Background: an optimization exercise with open tools, aiming at small area, a short achievable clock period and few clock cycles. Do not read the settings as production practice.
The flow treats the clock pin as an ideal source. Dropping or thinning the clock tree relies on that and would not hold on a real chip.
Power and IR drop assume default switching activity.

## build 89
==> flow/design.v <==
`timescale 1ns / 1ps
module conversion(
	ready,postfix,
	clk,reset,load,infix
);
input clk, reset, load;
input [7:0] infix;
output ready;
output [7:0] postfix;
localparam QN = 29;           
reg       c_dig, c_opn, c_cls, c_hi, c_pa, c_hp;
reg [3:0] nib;
wire [3:0] in_n = infix[3:0];
wire       ld   = load & ~reset;
always @(posedge clk) begin
	c_dig <= ld &  infix[4];
	c_opn <= ld & ~infix[4] & ~in_n[2] & ~in_n[1] & ~in_n[0];           
	c_cls <= ld & ~infix[4] & ~in_n[2] & ~in_n[1] &  in_n[0];           
	c_hi  <= ld & ~infix[4] &  in_n[1] & ~(in_n[0] ^ in_n[2]);          
	c_pa  <= ld & ~infix[4] & ~(in_n[2] & in_n[1]) & in_n[0];           
	c_hp  <= ld & ~infix[4] & (in_n[1] | in_n[0]);                      
	nib   <= in_n;
end
wire iv   = c_dig | c_opn | c_hi | c_pa;
reg  rst_r;
always @(posedge clk) rst_r <= reset;
wire c_lo = c_pa & ~c_cls;
reg        lv, lo, hv, ho;
reg [3:0]  hl, hh;            
reg        p;                 
reg [6:0]  so;                
reg        snd, rdy, hd;
reg [3:0]  h;
reg [3:0]  q [1:QN+1];
wire [3:0] hi_n = {1'b1, ho, 1'b1, ho};
wire [3:0] lo_n = {1'b1, lo, ~lo, 1'b1};
wire       n1   = c_dig | (hv & c_hp) | (lv & c_pa);             
wire       n2   = c_pa & hv & lv;                                
wire [3:0] curv = {lv, lo, hv, ho};
wire       e_nib = ~c_opn & ~p & c_dig;
wire       e_hi  = ~c_opn & ~p & ~c_dig & hv;
wire       e_lo  = ~c_opn & (p | (~c_dig & ~hv));
wire       o_nib = ~c_opn &  p & c_dig;
wire       o_hi  = ~c_opn &  p & ~c_dig & hv;
wire       o_lo  = ~c_opn & (~p | (~c_dig & ~hv));
wire [3:0] bus_e = ({4{c_opn}} & curv) | ({4{e_nib}} & nib) |
                   ({4{e_hi}} & hi_n) | ({4{e_lo}} & lo_n);
wire [3:0] bus_o = ({4{c_opn}} & curv) | ({4{o_nib}} & nib) |
                   ({4{o_hi}} & hi_n) | ({4{o_lo}} & lo_n);
wire [3:0] top = ({4{so[1]}} & q[29]) | ({4{so[2]}} & q[28]) |
                 ({4{so[3]}} & q[27]) | ({4{so[4]}} & q[26]) |
                 ({4{so[5]}} & q[25]) | ({4{so[6]}} & q[24]);
reg [15:0] dh;                
integer k;
always @(*)
	for (k = 0; k < 16; k = k + 1) dh[k] = hl[k % 4] & hh[k / 4];
wire [7:0] ds = {1'b0, so};
wire       h0   = hl[0] & hh[0];
wire       more = ~h0;                      
wire       done = snd & ~more & ~hv & ~lv;
wire       inc  = n2 | (n1 & p);
always @(posedge clk)
	if (rst_r) begin
		hl <= 4'b0001;
		hh <= 4'b0001;
		p  <= 1'b0;
	end
	else if (snd) begin
		if (more | done)
			p <= ~p;
		if (more & ~p) begin                 
			hl <= {hl[0], hl[3:1]};
			if (hl[0]) hh <= {hh[0], hh[3:1]};
		end
	end
	else begin
		p <= p ^ (n1 & ~n2);
		if (inc) begin                       
			hl <= {hl[2:0], hl[3]};
			if (hl[3]) hh <= {hh[2:0], hh[3]};
		end
	end
always @(*) q[QN+1] = bus_o;
genvar i;
generate for (i = 1; i <= QN; i = i + 1) begin : g_q
	wire we;
	if (i % 2 == 0)
		assign we = (~p & dh[i/2]) | (p & dh[i/2-1]) |
		            ((QN - i < 8) ? (c_opn & ds[(QN - i) % 8]) : 1'b0);
	else
		assign we = dh[i/2] |
		            ((QN - i < 8) ? (c_opn & ds[(QN - i) % 8]) : 1'b0);
	always @(posedge clk)
		if (snd)      q[i] <= q[i+1];
		else if (we)  q[i] <= (i % 2 == 0) ? bus_e : bus_o;
end endgenerate
always @(posedge clk) begin
	if (rst_r) begin
		so  <= 7'd1;
		snd <= 1'b0;
	end
	else if (snd) begin
		if (done)
			snd <= 1'b0;
	end
	else begin
		if (c_opn)
			so <= {so[5:0], 1'b0};
		else if (c_cls)
			so <= {1'b0, so[6:1]};
		if (iv && !load)
			snd <= 1'b1;
	end
end
wire keep = ~c_opn & ~c_pa & ~c_hi;         
always @(posedge clk) begin
	lv <= ~rst_r & ((snd & lv & (more | hv)) |
	                (~snd & ((c_cls & top[3]) | c_lo | (~c_opn & ~c_cls & lv))));
	lo <= (snd & lo) | (~snd & ((c_cls & top[2]) | (c_lo & nib[2]) | (~c_pa & lo)));
	hv <= ~rst_r & ((snd & hv & more) |
	                (~snd & ((c_cls & top[1]) | c_hi | (keep & hv))));
	ho <= (snd & ho) | (~snd & ((c_cls & top[0]) | (c_hi & nib[2]) | (~c_cls & ~c_hi & ho)));
end
wire t_q   = snd & more;
wire t_hi  = snd & ~more & hv;
wire t_lo  = snd & ~more & ~hv;
wire t_nib = ~snd & h0 & ~p & c_dig;        
wire t_h   = ~snd & ~(h0 & ~p & c_dig);
always @(posedge clk) begin
	h  <= ({4{t_q}} & q[1]) | ({4{t_hi}} & hi_n) | ({4{t_lo}} & lo_n) |
	      ({4{t_nib}} & nib) | ({4{t_h}} & h);
	hd <= (t_q & ~(q[1][3] & (q[1][2] | q[1][1]))) | t_nib | (t_h & hd);
end
always @(posedge clk)
	if (reset | rst_r)     rdy <= 1'b0;
	else if (snd)          rdy <= ~done;
	else if (iv && !load)  rdy <= 1'b1;
assign ready   = rdy;
assign postfix = {3'b001, hd, h};
endmodule
clock: 4.5 ns
lec_check: 0
cap_margin: 20
core_margin: 2
core_utilization: 40
setup_slack_margin: 2.85
slew_margin: 20
standard.sh (not shown) runs the stock make flow with config.mk's settings and CLKGATE_MAP_FILE= SYNTH_SCRIPT=/design/flow/synth_recipe.tcl, a recipe that flattens the netlist after the stock synthesis.
==> flow/flow/run.sh <==
#!/bin/bash
# Standard ORFS flow, except that the clock tree is built by flow/cts.tcl.
set -euo pipefail
# port buffers: plain buf_2 instead of the delay cell buffer_ports picks
export BUFFER_PORTS_ARGS="-buffer_cell sky130_fd_sc_hd__buf_2"
R=orfs/results/$FLOW_PLATFORM/conversion/base
bash standard.sh place > flow_place.log 2>&1
RES=$R SETUP_MARGIN=2.85 NROOT=4 NLEAF=3 ROOTBUF=sky130_fd_sc_hd__buf_12 LEAFBUF=sky130_fd_sc_hd__buf_6 \
	openroad -exit -no_init -threads $NUM_CORES flow/cts.tcl > flow_cts.log 2>&1
bash standard.sh finish > flow_finish.log 2>&1
==> flow/flow/cts.tcl <==
# Clock tree step in place of ORFS's TritonCTS: a shallow balanced tree built
# by tree.tcl (NROOT buffers on the clock port, NLEAF leaf buffers under
# each), then the same timing repair and legalisation as ORFS's cts step.
set R $::env(RES)
set margin $::env(SETUP_MARGIN)
read_liberty $::env(FLOW_HOME)/platforms/sky130hd/lib/sky130_fd_sc_hd__tt_025C_1v80.lib
read_db $R/3_place.odb
read_sdc $R/3_place.sdc
source $::env(FLOW_HOME)/platforms/sky130hd/setRC.tcl
set_dont_use [get_lib_cells {sky130_fd_sc_hd__probe_p_8 sky130_fd_sc_hd__probec_p_8 sky130_fd_sc_hd__lpflow_*}]
source [file join [file dirname [info script]] tree.tcl]
build_tree $::env(NROOT) $::env(NLEAF) $::env(ROOTBUF) $::env(LEAFBUF)
detailed_placement
estimate_parasitics -placement
set_propagated_clock [all_clocks]
report_clock_latency
repair_timing -setup_margin $margin -verbose
detailed_placement
check_placement -verbose
estimate_parasitics -placement
report_clock_latency
report_worst_slack -max
report_worst_slack -min
write_db $R/4_1_cts.odb
write_sdc -no_timestamp $R/4_cts.sdc
==> flow/flow/tree.tcl <==
# One- or two-level clock tree, built by hand: the clock port drives NROOT
# buffers; each drives NLEAF leaf buffers (or, with NLEAF 0, the flip-flops
# directly). Flip-flops are split into equal groups by recursive bisection
# of their locations, alternating x and y, so the leaves see equal loads.
proc bisect { items k axis } {
  if {$k <= 1} { return [list $items] }
  set items [lsort -integer -index $axis $items]
  set n [llength $items]
  set k1 [expr {$k / 2}]
  set n1 [expr {($n * $k1 + $k / 2) / $k}]
  set other [expr {$axis == 1 ? 2 : 1}]
  return [concat [bisect [lrange $items 0 [expr {$n1 - 1}]] $k1 $other] \
                 [bisect [lrange $items $n1 end] [expr {$k - $k1}] $other]]
}

proc centre { items } {
  set sx 0; set sy 0
  foreach s $items { incr sx [lindex $s 1]; incr sy [lindex $s 2] }
  set n [llength $items]
  return [list [expr {$sx / $n}] [expr {$sy / $n}]]
}

proc add_buf { name master innet xy } {
  set block [ord::get_db_block]
  set inst [odb::dbInst_create $block $master $name]
  set net [odb::dbNet_create $block "${name}_net"]
  $net setSigType CLOCK
  [$inst findITerm A] connect $innet
  [$inst findITerm X] connect $net
  $inst setLocation [expr {[lindex $xy 0] - [$master getWidth] / 2}] \
                    [expr {[lindex $xy 1] - [$master getHeight] / 2}]
  $inst setPlacementStatus PLACED
  return $net
}

proc build_tree { nroot nleaf root_master leaf_master } {
  set block [ord::get_db_block]
  set db [ord::get_db]
  set rm [$db findMaster $root_master]
  set lm [$db findMaster $leaf_master]
  set clk [$block findNet clk]
  set sinks {}
  foreach it [$clk getITerms] {
    set box [[$it getInst] getBBox]
    lappend sinks [list $it [expr {([$box xMin] + [$box xMax]) / 2}] [expr {([$box yMin] + [$box yMax]) / 2}]]
  }
  set roots [bisect $sinks $nroot 1]
  set r 0
  foreach rg $roots {
    set rnet [add_buf "clkroot_$r" $rm $clk [centre $rg]]
    if {$nleaf == 0} {
      foreach s $rg { set it [lindex $s 0]; $it disconnect; $it connect $rnet }
      puts "root $r: [llength $rg] sinks"
    } else {
      set l 0
      foreach lg [bisect $rg $nleaf 2] {
        set lnet [add_buf "clkleaf_${r}_$l" $lm $rnet [centre $lg]]
        foreach s $lg { set it [lindex $s 0]; $it disconnect; $it connect $lnet }
        puts "leaf $r $l: [llength $lg] sinks"
        incr l
      }
    }
    incr r
  }
}
[inputs] build 60 vs build 89
- a change of SETUP_SLACK_MARGIN from 2.85 to 2.9
--- a/flow/flow/run.sh
+++ b/flow/flow/run.sh
@@ -8 +8 @@
-RES=$R SETUP_MARGIN=2.85 NROOT=4 NLEAF=3 ROOTBUF=sky130_fd_sc_hd__buf_12 LEAFBUF=sky130_fd_sc_hd__buf_6 \
+RES=$R SETUP_MARGIN=2.9 NROOT=4 NLEAF=3 ROOTBUF=sky130_fd_sc_hd__buf_12 LEAFBUF=sky130_fd_sc_hd__buf_6 \
--- outcome ---
Compared with build 89, build 60 shows a growth of design area from synthesis to finish that is 3.8 points higher.
Build 60 and build 89 ended up with nearly the same highest clock frequency the design can meet.
Diff build 60 and build 89: design area lower in build 89
Sum of met2 wire segment lengths after detailed routing: build 60 and build 89 compared, higher one is build 60
Worst max-slew margin expressed relative to the limit in build 60 is 0.50 points lower than in build 89
Input-level comparison between build 66 and build 60:
- a change of SETUP_SLACK_MARGIN from 2.9 to 2.85
--- a/flow/flow/run.sh
+++ b/flow/flow/run.sh
@@ -8 +8 @@
-RES=$R SETUP_MARGIN=2.9 NROOT=4 NLEAF=3 ROOTBUF=sky130_fd_sc_hd__buf_12 LEAFBUF=sky130_fd_sc_hd__buf_6 \
+RES=$R SETUP_MARGIN=2.85 NROOT=4 NLEAF=2 ROOTBUF=sky130_fd_sc_hd__buf_16 LEAFBUF=sky130_fd_sc_hd__buf_16 \
==> run summary <==
Build 66: PASS, flow complete, no timing, DRC or antenna violations. Between build 60 and build 66, final cell count decreased. The clock power of build 66 was inferior to that of build 60. Summary of build 66 over build 60: core utilization saw a decrease; via count -1.0%; setup slack saw an increase; clock period minus worst slack dropped 50 ps. Build 66 against build 60: sequential power did not really move, fraction of standard cell area that is sequential went up, met3 layer usage reported by global route did not really move, violation count after the first detailed-route iteration went down. Flop-to-flop setup slack: build 66 higher than build 60.
No run of this note included a check of the RTL's function; only the layout flow was run. No run of this note takes its clock network from TritonCTS; it comes from the design's own scripts or RTL.

-- static timing again, ports no longer ideal --
The results above use ideal ports. As a check the final layouts listed here were re-extracted and re-timed, cells and wires unchanged.
Step 1: set_driving_cell puts a clkbuf_16 on clk and a buf_2 on each other input, an assumption about the parent block.
Step 2 adds t to the input delays and takes it off the output delays; t is the mean of the earliest and latest rising clock arrival at the registers after step 1. Input paths then give back, and output paths get back, about the clock's delay inside the block.
Three values: ideal ports, drivers, drivers and shift; two values: the first two.
run	t (ns)	setup WS [ns]	slew at the worst register clock pin (ns)
build 89	0.324	2.788 / 2.784 / 2.780	0.10 / 0.10
build 60	0.326	2.786 / 2.786 / 2.786	0.10 / 0.10
build 66	0.351	2.835 / 2.763 / 2.785	0.08 / 0.08
After both steps setup and hold are still met in every run listed. The setup slack of build 66, which loses most, moves by -0.072 ns with the drivers and by -0.050 ns with both steps.
